This design comes from an exercise in tuning for small area and a short achievable clock period on the open sky130 flow, not from production work. Where RTL was checked, it was by simulation tests only, not by an equivalence proof against the original. Power figures rest on the tool's default switching activity, not on a simulated workload.

// hdc1080_readings_to_ascii
module hdc1080_readings_to_ascii(
    i_clk, i_srst,
    i_display_temp, i_display_humid,
    i_hygro_op_mode, i_hygro_display_mode,
    o_txt_ascii_line1, o_txt_ascii_line2);
For scale: roughly 1600 cells after synthesis, about 290 I/O pins, about 9200 um^2 of cells after synthesis.
Settings: LEC_CHECK=0, ABC_AREA=1, CAP_MARGIN=20, CORE_MARGIN=2, CORE_UTILIZATION=40, SLEW_MARGIN=20, SYNTH_HIERARCHICAL=1; clock period 17.0 ns.
standard.sh (not shown) runs the stock make flow with config.mk's settings and CLKGATE_MAP_FILE= SYNTH_SCRIPT=/design/flow/synth_recipe.tcl, a recipe that flattens the netlist after the stock synthesis.
==> flow/flow/run.sh <==
#!/bin/bash
# Standard layout (standard.sh, with config.mk's settings) with these changes:
#  - synthesis leaves adders to ABC (no full/half adder cell extraction),
#  - ports are buffered with sky130_fd_sc_hd__buf_1,
#  - repair_timing aims for 12.5 ns of setup slack.
set -euo pipefail
bash standard.sh ADDER_MAP_FILE= 'BUFFER_PORTS_ARGS=-buffer_cell sky130_fd_sc_hd__buf_1' SETUP_SLACK_MARGIN=12.5 finish > standard_flow.log 2>&1
==> next run, changes <==
==> flow/flow/run.sh (replaced) <==
#!/bin/bash
# Standard layout (standard.sh, with config.mk's settings) with these changes:
#  - synthesis leaves adders to ABC (no full/half adder cell extraction),
#  - ports are buffered with sky130_fd_sc_hd__buf_1,
#  - constant outputs share one tie cell per value,
#  - repair_timing aims for 12.5 ns of setup slack.
set -euo pipefail
bash standard.sh ADDER_MAP_FILE= 'BUFFER_PORTS_ARGS=-buffer_cell sky130_fd_sc_hd__buf_1' SETUP_SLACK_MARGIN=12.5 SKIP_REPAIR_TIE_FANOUT=1 finish > standard_flow.log 2>&1
Result: Power grows slightly; clock skew barely changes; wire length grows by a few percent; synthesized area stays the same; cell area shrinks by a few percent; core utilization shrinks by 1.5 points; cell count shrinks by a few percent; synthesized cell count does not change.
==> next run, changes <==
==> flow/flow/run.sh (replaced) <==
#!/bin/bash
# Standard layout (standard.sh, with config.mk's settings) with these changes:
#  - synthesis is the standard flow's script with ABC mapping by flow/abc.script (area
#    recovery under a delay target), and adders are left to ABC (no full/half
#    adder cell extraction),
#  - ports are buffered with sky130_fd_sc_hd__buf_1,
#  - constant outputs share one tie cell per value,
#  - repair_timing aims for 12.7 ns of setup slack.
set -euo pipefail
W=$PWD
export FLOW_ABC_SCRIPT=$W/flow/abc.script
bash standard.sh SYNTH_SCRIPT=$W/flow/synth.tcl ADDER_MAP_FILE= \
  'BUFFER_PORTS_ARGS=-buffer_cell sky130_fd_sc_hd__buf_1' \
  SETUP_SLACK_MARGIN=12.7 SKIP_REPAIR_TIE_FANOUT=1 finish > standard_flow.log 2>&1
==> flow/flow/abc.script (new file) <==
strash
dc2
dch
map -B 0.9
strash
dch
map -B 0.9
topo
stime -c
buffer -c
upsize -c
dnsize -c
==> flow/flow/synth.tcl (new file) <==
# The standard flow's synthesis script (synth_recipe.tcl), with ABC run on this flow's own
# mapping script (flow/abc.script) in place of ORFS's.
proc synth {args} { yosys synth -nofsm -noshare {*}$args }
proc abc {args} {
  set i [lsearch -exact $args -script]
  if {$i >= 0} { lset args [expr {$i + 1}] $::env(FLOW_ABC_SCRIPT) }
  yosys abc {*}$args
}
source $::env(SCRIPTS_DIR)/synth.tcl
# left out here: clear keep_hierarchy, flatten, clean up, hide names made inside functions, write 1_2_yosys.v
Outcome:
- die area came out higher slightly
- final area rises by a little under a tenth
- total power is about the same
- wire length goes up by a few percent

---

hdc1080_readings_to_ascii, a different RTL version from the one above (not shown whole).
For scale: about 0.0093 mm2 of cells after synthesis.
==> flow/config.mk <==
export PLATFORM = sky130hd
export DESIGN_NAME = hdc1080_readings_to_ascii
export DESIGN_NICKNAME = hdc1080_readings_to_ascii
export VERILOG_FILES = /design/flow/design.v
export SDC_FILE = /design/flow/constraint.sdc
export NUM_CORES = 4
export LEC_CHECK = 0
export ABC_AREA = 1
export CAP_MARGIN = 20
export CORE_MARGIN = 2
export CORE_UTILIZATION = 40
export SLEW_MARGIN = 20
export SYNTH_HIERARCHICAL = 1
==> flow/constraint.sdc <==
create_clock -name core_clock -period 17.0 [get_ports {i_clk}]
set_input_delay 3.4000 -clock core_clock [delete_from_list [all_inputs] [get_ports {i_clk}]]
set_output_delay 3.4000 -clock core_clock [all_outputs]
set_load 0.01 [all_outputs]
==> flow/flow/run.sh <==
#!/bin/bash
# Standard layout (standard.sh, with config.mk's settings) with these changes:
#  - synthesis is the standard flow's script with ABC mapping by flow/abc.script (dc2
#    restructuring, then area-oriented mapping twice), and adders are left to
#    ABC (no full/half adder cell extraction),
#  - ports are buffered with sky130_fd_sc_hd__buf_1,
#  - constant outputs share one tie cell per value,
#  - repair_timing aims for 12.6 ns of setup slack.
set -euo pipefail
W=$PWD
export FLOW_ABC_SCRIPT=$W/flow/abc.script
bash standard.sh SYNTH_SCRIPT=$W/flow/synth.tcl ADDER_MAP_FILE= \
  'BUFFER_PORTS_ARGS=-buffer_cell sky130_fd_sc_hd__buf_1' \
  SETUP_SLACK_MARGIN=12.6 SKIP_REPAIR_TIE_FANOUT=1 finish > standard_flow.log 2>&1
==> flow/flow/abc.script <==
strash
dc2
dch
map -B 0.9
strash
dch
map -B 0.9
topo
stime -c
buffer -c
upsize -c
dnsize -c
==> flow/flow/synth.tcl <==
# The standard flow's synthesis script (synth_recipe.tcl), with ABC run on this flow's own
# mapping script (flow/abc.script) in place of ORFS's.
proc synth {args} { yosys synth -nofsm -noshare {*}$args }
proc abc {args} {
  set i [lsearch -exact $args -script]
  if {$i >= 0} { lset args [expr {$i + 1}] $::env(FLOW_ABC_SCRIPT) }
  yosys abc {*}$args
}
source $::env(SCRIPTS_DIR)/synth.tcl
# left out here: clear keep_hierarchy, flatten, clean up, hide names made inside functions, write 1_2_yosys.v
Rerun with:
--- a/flow/flow/run.sh
+++ b/flow/flow/run.sh
@@ -7,3 +7,3 @@
 #  - constant outputs share one tie cell per value,
-#  - repair_timing aims for 12.6 ns of setup slack.
+#  - repair_timing aims for 12.5 ns of setup slack.
 set -euo pipefail
@@ -13,2 +13,2 @@
   'BUFFER_PORTS_ARGS=-buffer_cell sky130_fd_sc_hd__buf_1' \
-  SETUP_SLACK_MARGIN=12.6 SKIP_REPAIR_TIE_FANOUT=1 finish > standard_flow.log 2>&1
+  SETUP_SLACK_MARGIN=12.5 SKIP_REPAIR_TIE_FANOUT=1 finish > standard_flow.log 2>&1
CORE_UTILIZATION = 65   (was 40)
What happened: Total power falls by 2.1%; count of clock-buffer cells in the layout falls by 1; design area is lower by 3.0%; register-to-register slack is about the same; utilization climbs by 24 points; global-route usage climbs by 11 points; final cell count falls by 5.9%; setup slack degrades by 0.082 ns.

---

## job 101
hdc1080_readings_to_ascii, a different RTL version from the one above (not shown whole).
Size: about 2,000 cells after synthesis, about 100 flip-flops, about 290 I/O pins, about 0.014 mm^2 of cells after synthesis.
clock: 17.0 ns
lec_check: 0
cap_margin: 20
core_margin: 2
core_utilization: 40
slew_margin: 20
==> flow/flow/run.sh <==
#!/bin/bash
# Standard layout (standard.sh) with these changes:
#  - synthesis leaves adders to ABC (no full/half adder cell extraction),
#  - ports are buffered with sky130_fd_sc_hd__buf_1.
set -euo pipefail
bash standard.sh ADDER_MAP_FILE= 'BUFFER_PORTS_ARGS=-buffer_cell sky130_fd_sc_hd__buf_1' finish > standard_flow.log 2>&1
Job 101 | status: complete | timing, DRC, antenna: pass
## Diff of input files: job 102 against job 101
==> flow/flow/run.sh <==
#!/bin/bash
# Standard layout (standard.sh) with these changes:
#  - synthesis leaves adders to ABC (no full/half adder cell extraction),
#  - ports are buffered with sky130_fd_sc_hd__buf_1,
#  - repair_timing aims for 11 ns of setup slack.
set -euo pipefail
bash standard.sh ADDER_MAP_FILE= 'BUFFER_PORTS_ARGS=-buffer_cell sky130_fd_sc_hd__buf_1' SETUP_SLACK_MARGIN=11 finish > standard_flow.log 2>&1
## What came out
Diff job 101 -> job 102 | final cycle utilization of the critical path | decrease of 2.2 points. Re synthesized area: no difference whatsoever between job 102 and job 101. Job 102 -> job 101: clock-buffer cell count delta 0, exact match. The worst relative slew slack of job 102 falls short of that of job 101 by 1.0 points.
No run of this note included a check of the RTL's function; only the layout flow was run.

---

## job 5773
hdc1080_readings_to_ascii with an RTL version that a note above also has.
Size in the first run: about 1600 cells after synthesis, about 290 I/O pins, ~0.0094 mm² of cells after synthesis.
Settings: LEC_CHECK=0, ABC_AREA=1, CAP_MARGIN=20, CORE_MARGIN=2, CORE_UTILIZATION=40, CTS_CLUSTER_DIAMETER=200, CTS_CLUSTER_SIZE=50, SLEW_MARGIN=20, SYNTH_HIERARCHICAL=1; clock period 17.0 ns.
==> flow/flow/run.sh <==
#!/bin/bash
# Standard layout (standard.sh, with config.mk's settings) with these changes:
#  - synthesis is the standard flow's script with ABC mapping by flow/abc.script (dc2
#    restructuring, then area-oriented mapping twice), and adders are left to
#    ABC (no full/half adder cell extraction),
#  - ports are buffered with sky130_fd_sc_hd__buf_1,
#  - constant outputs share one tie cell per value,
#  - repair_timing aims for 12.5 ns of setup slack.
set -euo pipefail
W=$PWD
export FLOW_ABC_SCRIPT=$W/flow/abc.script
bash standard.sh SYNTH_SCRIPT=$W/flow/synth.tcl ADDER_MAP_FILE= \
  'BUFFER_PORTS_ARGS=-buffer_cell sky130_fd_sc_hd__buf_1' \
  SETUP_SLACK_MARGIN=12.5 SKIP_REPAIR_TIE_FANOUT=1 finish > standard_flow.log 2>&1
Scripts as last shown in full above: flow/flow/abc.script, flow/flow/synth.tcl
Modified inputs, job 3994 compared to job 5773
# job 5773
export LEC_CHECK = 0
export ABC_AREA = 1
export CAP_MARGIN = 20
export CORE_MARGIN = 2
export CORE_UTILIZATION = 40
export CTS_CLUSTER_DIAMETER = 200
export CTS_CLUSTER_SIZE = 50
export SLEW_MARGIN = 20
export SYNTH_HIERARCHICAL = 1
create_clock -name core_clock -period 17.0 [get_ports {i_clk}]
# job 3994
export LEC_CHECK = 0
export ABC_AREA = 1
export CAP_MARGIN = 20
export CORE_MARGIN = 2
export CORE_UTILIZATION = 40
export SLEW_MARGIN = 20
export SYNTH_HIERARCHICAL = 1
create_clock -name core_clock -period 17.0 [get_ports {i_clk}]
--- a/flow/flow/run.sh
+++ b/flow/flow/run.sh
@@ -3,3 +3,3 @@
-#  - synthesis is the standard flow's script with ABC mapping by flow/abc.script (dc2
-#    restructuring, then area-oriented mapping twice), and adders are left to
-#    ABC (no full/half adder cell extraction),
+#  - synthesis is the standard flow's script with ABC mapping by flow/abc.script (area
+#    recovery under a delay target), and adders are left to ABC (no full/half
+#    adder cell extraction),
==> flow/flow/abc.script <==
strash
dch
map -D 3500
topo
stime -c
buffer -c
upsize -c
dnsize -c
- Job 3994 contains more vias than job 5773.
- Job 3994 does worse than job 5773 on final critical path time including I/O delays and setup.
- Job 3994 vs job 5773 — portion of the clock cycle consumed by the worst path in the final layout rose 1.2 points.
- Number of cells traversed by the worst hold path came out exactly the same in job 5773 and job 3994.
- The worst-path cell with the longest stage delay comes out sky130_fd_sc_hd__dfxtp_1 in one run and sky130_fd_sc_hd__dfxtp_2 in the other, namely in job 5773 and job 3994 respectively.
- Clock-buffer cell count sits higher in job 3994 than in job 5773.
- Compared with job 5773, job 3994 shows global-route usage higher by 0.16 points.
- Delta(synthesized area, job 3994 - job 5773) < 0
- Diff job 5773 -> job 3994: tap cell count down about 12%, core utilization went up, layout overhead on the synthesized area +17 points.
Edits applied to the flow inputs when going from job 3994 to job 2289:
# job 3994
export LEC_CHECK = 0
export ABC_AREA = 1
export CAP_MARGIN = 20
export CORE_MARGIN = 2
export CORE_UTILIZATION = 40
export SLEW_MARGIN = 20
export SYNTH_HIERARCHICAL = 1
create_clock -name core_clock -period 17.0 [get_ports {i_clk}]
# job 2289
export LEC_CHECK = 0
export ABC_AREA = 1
export CAP_MARGIN = 0
export CORE_MARGIN = 2
export CORE_UTILIZATION = 40
export SLEW_MARGIN = 0
export SYNTH_HIERARCHICAL = 1
create_clock -name core_clock -period 17.0 [get_ports {i_clk}]
--- a/flow/flow/run.sh
+++ b/flow/flow/run.sh
@@ -3,3 +3,3 @@
-#  - synthesis is the standard flow's script with ABC mapping by flow/abc.script (area
-#    recovery under a delay target), and adders are left to ABC (no full/half
-#    adder cell extraction),
+#  - synthesis is the standard flow's script with ABC mapping by flow/abc.script (dc2
+#    restructuring, then area-oriented mapping twice), and adders are left to
+#    ABC (no full/half adder cell extraction),
==> flow/flow/abc.script <==
strash
dc2
dch
map -B 0.9
strash
dch
map -B 0.9
topo
stime -c
buffer -c
upsize -c
dnsize -c
## What came out
- When the final numbers for job 2289 and job 3994 were put side by side, the layout overhead on the synthesized area turned out to be greater in job 3994.
- Peak clock frequency supported by timing: job 2289 better than job 3994
- As of job 2289, die outline area had risen by a few percent compared to job 3994.
- Job 2289 ends up with a final total power that is 17% lower than in job 3994.
- Summary — post-layout minimum cycle time, job 2289 relative to job 3994: lower, by 0.21 ns.
- In the final reports, the cell area of job 2289 is smaller than that of job 3994.
- met1 wire length is lower on job 3994
- Diff job 3994 -> job 2289: largest fanout on the critical path lost 12, total number of vias lost about 0.34%, sum of routed wire length over all layers lost 820 µm, final worst-path cycle share lost 1.2 points.
The inputs of job 7134 differ from those of job 2289 as listed below.
# job 2289
export LEC_CHECK = 0
export ABC_AREA = 1
export CAP_MARGIN = 0
export CORE_MARGIN = 2
export CORE_UTILIZATION = 40
export SLEW_MARGIN = 0
export SYNTH_HIERARCHICAL = 1
create_clock -name core_clock -period 17.0 [get_ports {i_clk}]
# job 7134
export LEC_CHECK = 0
export ABC_AREA = 1
export CAP_MARGIN = 20
export CORE_MARGIN = 2
export CORE_UTILIZATION = 40
export SLEW_MARGIN = 20
export SYNTH_HIERARCHICAL = 1
create_clock -name core_clock -period 17.0 [get_ports {i_clk}]
--- a/flow/flow/run.sh
+++ b/flow/flow/run.sh
@@ -3,3 +3,3 @@
-#  - synthesis is the standard flow's script with ABC mapping by flow/abc.script (dc2
-#    restructuring, then area-oriented mapping twice), and adders are left to
-#    ABC (no full/half adder cell extraction),
+#  - synthesis is the standard flow's script with ABC mapping by flow/abc.script (area
+#    recovery under a delay target), and adders are left to ABC (no full/half
+#    adder cell extraction),
[summary]
- On number of standard-cell rows in the floorplan, job 2289 tracks job 7134 almost exactly.
- Fmax came out exactly the same in job 2289 and job 7134.
- From job 7134 to job 2289, total non-filler cell area in the finished layout did not move at all.
- Number of max-slew violations in the final report: job 2289 vs job 7134 identical
- Comparing job 7134 with job 2289, the initial antenna violation count came out essentially unchanged.
- ~same portion of total power attributed to the clock network in job 2289 and job 7134
- From job 2289 to job 7134, die extent in y did not move at all.
- As far as global routing usage on met1 goes, job 2289 and job 7134 are indistinguishable; the numbers are identical.

---

Starting RTL as in the previous note.
export LEC_CHECK = 0
export ABC_AREA = 1
export CAP_MARGIN = 20
export CORE_MARGIN = 2
export CORE_UTILIZATION = 40
export SLEW_MARGIN = 20
export SYNTH_HIERARCHICAL = 1
create_clock -name core_clock -period 17.0 [get_ports {i_clk}]
==> flow/flow/run.sh <==
#!/bin/bash
# Standard layout (standard.sh, with config.mk's settings) with these changes:
#  - synthesis is the standard flow's script with ABC mapping by flow/abc.script (area
#    recovery under a delay target), and adders are left to ABC (no full/half
#    adder cell extraction),
#  - ports are buffered with sky130_fd_sc_hd__buf_1,
#  - constant outputs share one tie cell per value,
#  - repair_timing aims for 12.5 ns of setup slack.
set -euo pipefail
W=$PWD
export FLOW_ABC_SCRIPT=$W/flow/abc.script
bash standard.sh SYNTH_SCRIPT=$W/flow/synth.tcl ADDER_MAP_FILE= \
  'BUFFER_PORTS_ARGS=-buffer_cell sky130_fd_sc_hd__buf_1' \
  SETUP_SLACK_MARGIN=12.5 SKIP_REPAIR_TIE_FANOUT=1 finish > standard_flow.log 2>&1
==> flow/flow/abc.script <==
strash
dch
map -D 3000
topo
stime -c
buffer -c
upsize -c
dnsize -c
Scripts as last shown in full above: flow/flow/synth.tcl
The starting point finished clean.
Edit:
==> flow/flow/run.sh (replaced) <==
#!/bin/bash
# Standard layout (standard.sh, with config.mk's settings) with these changes:
#  - synthesis leaves adders to ABC (no full/half adder cell extraction),
#  - ports are buffered with sky130_fd_sc_hd__buf_1,
#  - constant outputs share one tie cell per value,
#  - the clock tree uses sky130_fd_sc_hd__clkbuf_8,
#  - repair_timing aims for 12.5 ns of setup slack.
set -euo pipefail
bash standard.sh ADDER_MAP_FILE= 'BUFFER_PORTS_ARGS=-buffer_cell sky130_fd_sc_hd__buf_1' SETUP_SLACK_MARGIN=12.5 SKIP_REPAIR_TIE_FANOUT=1 CTS_BUF_LIST=sky130_fd_sc_hd__clkbuf_8 finish > standard_flow.log 2>&1
CORE_UTILIZATION = 65   (was 40)
removed: flow/flow/abc.script
removed: flow/flow/synth.tcl
After rerunning: Wire length fell by 4.1%. First-iteration DRC count rose by about 18%. Global-route usage rose by 11 points. Clock-buffer cell count rose by 1. Combinational power fell by about 20%. Core utilization rose by 21 points. Clock skew rose by 0.010 ns. Register-to-register slack is better by 0.46 ns. Clock power fell by about 27%.
Edit:
==> flow/flow/run.sh (replaced) <==
#!/bin/bash
# Standard layout (standard.sh, with config.mk's settings) with these changes:
#  - synthesis is the standard flow's script with ABC mapping by flow/abc.script (dc2
#    restructuring, then area-oriented mapping twice), and adders are left to
#    ABC (no full/half adder cell extraction),
#  - ports are buffered with sky130_fd_sc_hd__buf_1,
#  - constant outputs share one tie cell per value,
#  - repair_timing aims for 12.5 ns of setup slack.
set -euo pipefail
W=$PWD
export FLOW_ABC_SCRIPT=$W/flow/abc.script
bash standard.sh SYNTH_SCRIPT=$W/flow/synth.tcl ADDER_MAP_FILE= \
  'BUFFER_PORTS_ARGS=-buffer_cell sky130_fd_sc_hd__buf_1' \
  SETUP_SLACK_MARGIN=12.5 SKIP_REPAIR_TIE_FANOUT=1 finish > standard_flow.log 2>&1
==> flow/flow/abc.script (new file) <==
strash
dc2
dch
map -B 0.9
strash
dch
map -B 0.9
topo
stime -c
buffer -c
upsize -c
dnsize -c
==> flow/flow/synth.tcl (new file) <==
# The standard flow's synthesis script (synth_recipe.tcl), with ABC run on this flow's own
# mapping script (flow/abc.script) in place of ORFS's.
proc synth {args} { yosys synth -nofsm -noshare {*}$args }
proc abc {args} {
  set i [lsearch -exact $args -script]
  if {$i >= 0} { lset args [expr {$i + 1}] $::env(FLOW_ABC_SCRIPT) }
  yosys abc {*}$args
}
source $::env(SCRIPTS_DIR)/synth.tcl
# left out here: clear keep_hierarchy, flatten, clean up, hide names made inside functions, write 1_2_yosys.v
CAP_MARGIN = 10   (was 20)
CORE_UTILIZATION = 40   (was 65)
SLEW_MARGIN = 10   (was 20)
After rerunning: Critical path depth does not change; sequential share of layout area shrinks by 0.61 points; non-clock buffer count decreases by 9; worst hold slack loses 0.016 ns; core utilization fell by 25 points; power goes up by about 3.4%; area after synthesis grows by 1.5%; maximum frequency climbs by 0.90%; final area rises by 2.5%; global-route usage decreases by 11 points.
Edit:
--- a/flow/flow/run.sh
+++ b/flow/flow/run.sh
@@ -7,0 +8 @@
+#  - the clock tree uses sky130_fd_sc_hd__clkbuf_8,
@@ -14 +15,2 @@
-  SETUP_SLACK_MARGIN=12.5 SKIP_REPAIR_TIE_FANOUT=1 finish > standard_flow.log 2>&1
+  SETUP_SLACK_MARGIN=12.5 SKIP_REPAIR_TIE_FANOUT=1 \
+  CTS_BUF_LIST=sky130_fd_sc_hd__clkbuf_8 finish > standard_flow.log 2>&1
CAP_MARGIN = 20   (was 10)
CORE_UTILIZATION = 65   (was 40)
SLEW_MARGIN = 20   (was 10)
What happened:
- The changed run ran to the end with no violations
- worst hold slack gets worse by 0.012 ns
- cell area is lower by about 2.4%
- synthesized cell count stays the same
- register-to-register slack got worse by 0.07 ns
- sequential power hardly moves
- utilization rose by 25 points
- via count rises by about 0.6%
- routed wire length goes down by about 1.2%
- synthesized area is unchanged
- die area decreases by 38%
Edit:
==> flow/flow/run.sh (replaced) <==
#!/bin/bash
# Standard layout (standard.sh, with config.mk's settings) with these changes:
#  - synthesis is the standard flow's script with ABC mapping by flow/abc.script (area
#    recovery under a delay target), and adders are left to ABC (no full/half
#    adder cell extraction),
#  - ports are buffered with sky130_fd_sc_hd__buf_1,
#  - constant outputs share one tie cell per value,
#  - repair_timing aims for 12.6 ns of setup slack.
set -euo pipefail
W=$PWD
export FLOW_ABC_SCRIPT=$W/flow/abc.script
bash standard.sh SYNTH_SCRIPT=$W/flow/synth.tcl ADDER_MAP_FILE= \
  'BUFFER_PORTS_ARGS=-buffer_cell sky130_fd_sc_hd__buf_1' \
  SETUP_SLACK_MARGIN=12.6 SKIP_REPAIR_TIE_FANOUT=1 finish > standard_flow.log 2>&1
CORE_UTILIZATION = 40   (was 65)
Effect: The changed run completed without violations; utilization shrinks by 24 points; setup slack is better by 0.057 ns; die area grows by 60%; flip-flop and latch count does not change; combinational power grows by about 3%; global-route usage shrinks by 9.7 points; design area grows by 5.4%; synthesized cell count is unchanged; area after synthesis does not change.

==> afterwards: timing with drivers on the ports <==
How much do the figures lean on ideal ports? The routed layouts below were timed once more, with nothing changed but the port constraints. Step 1, drivers: a clkbuf_16 drives i_clk and a buf_2 each remaining input, both assumed. Step 2 moves the port delays by t, midway between the first and last clock arrival at a register: inputs arrive t later, outputs are due t later. That takes back most of the time a late clock gives input paths. Slacks: no drivers / after step 1 / after step 2; pairs: no drivers / after step 1.
| run | t (ns) | setup slack, ns | worst hold slack (ns) | slew at the worst register clock pin (ns) | pins driven straight from the clock port |
|---|---|---|---|---|---|
| the first run of note 1 | 0.401 | 12.595 / 12.545 / 12.346 | 0.609 / 0.609 / 0.609 | 0.08 / 0.08 | 1 |
| the second run of note 1 | 0.397 | 12.591 / 12.547 / 12.238 | 0.643 / 0.643 / 0.643 | 0.08 / 0.08 | 1 |
| the third run of note 1 | 0.403 | 12.562 / 12.515 / 12.343 | 0.622 / 0.622 / 0.622 | 0.08 / 0.08 | 1 |
| the first run of note 2 | 0.391 | 12.613 / 12.565 / 12.394 | 0.593 / 0.593 / 0.593 | 0.08 / 0.08 | 1 |
| the second run of note 2 | 0.401 | 12.531 / 12.489 / 12.319 | 0.594 / 0.594 / 0.594 | 0.08 / 0.08 | 1 |
| job 101 | 0.425 | 11.043 / 11.070 / 10.645 | 0.612 / 0.612 / 0.612 | 0.08 / 0.08 | 1 |
| job 102 | 0.423 | 11.418 / 11.418 / 11.217 | 0.608 / 0.608 / 0.608 | 0.08 / 0.08 | 1 |
| job 5773 | 0.401 | 12.576 / 12.528 / 12.289 | 0.616 / 0.616 / 0.616 | 0.08 / 0.08 | 1 |
| job 3994 | 0.392 | 12.368 / 12.368 / 12.154 | 0.617 / 0.617 / 0.617 | 0.07 / 0.07 | 1 |
| job 2289 | 0.401 | 12.576 / 12.528 / 12.289 | 0.616 / 0.616 / 0.616 | 0.08 / 0.08 | 1 |
| job 7134 | 0.401 | 12.576 / 12.528 / 12.289 | 0.616 / 0.616 / 0.616 | 0.08 / 0.08 | 1 |
| the first run of note 5 | 0.394 | 12.381 / 12.381 / 12.253 | 0.602 / 0.602 / 0.602 | 0.08 / 0.08 | 1 |
| the second run of note 5 | 0.425 | 12.536 / 12.497 / 12.219 | 0.633 / 0.633 / 0.633 | 0.11 / 0.11 | 1 |
| the third run of note 5 | 0.401 | 12.576 / 12.528 / 12.289 | 0.616 / 0.616 / 0.616 | 0.08 / 0.08 | 1 |
| the fourth run of note 5 | 0.430 | 12.520 / 12.482 / 12.322 | 0.604 / 0.604 / 0.604 | 0.11 / 0.11 | 1 |
| the fifth run of note 5 | 0.403 | 12.577 / 12.530 / 12.319 | 0.621 / 0.621 / 0.621 | 0.08 / 0.08 | 1 |
After both steps every run listed still meets setup and hold. The setup slack of job 101, which loses most, moves by +0.027 ns with the drivers and by -0.398 ns with both steps.
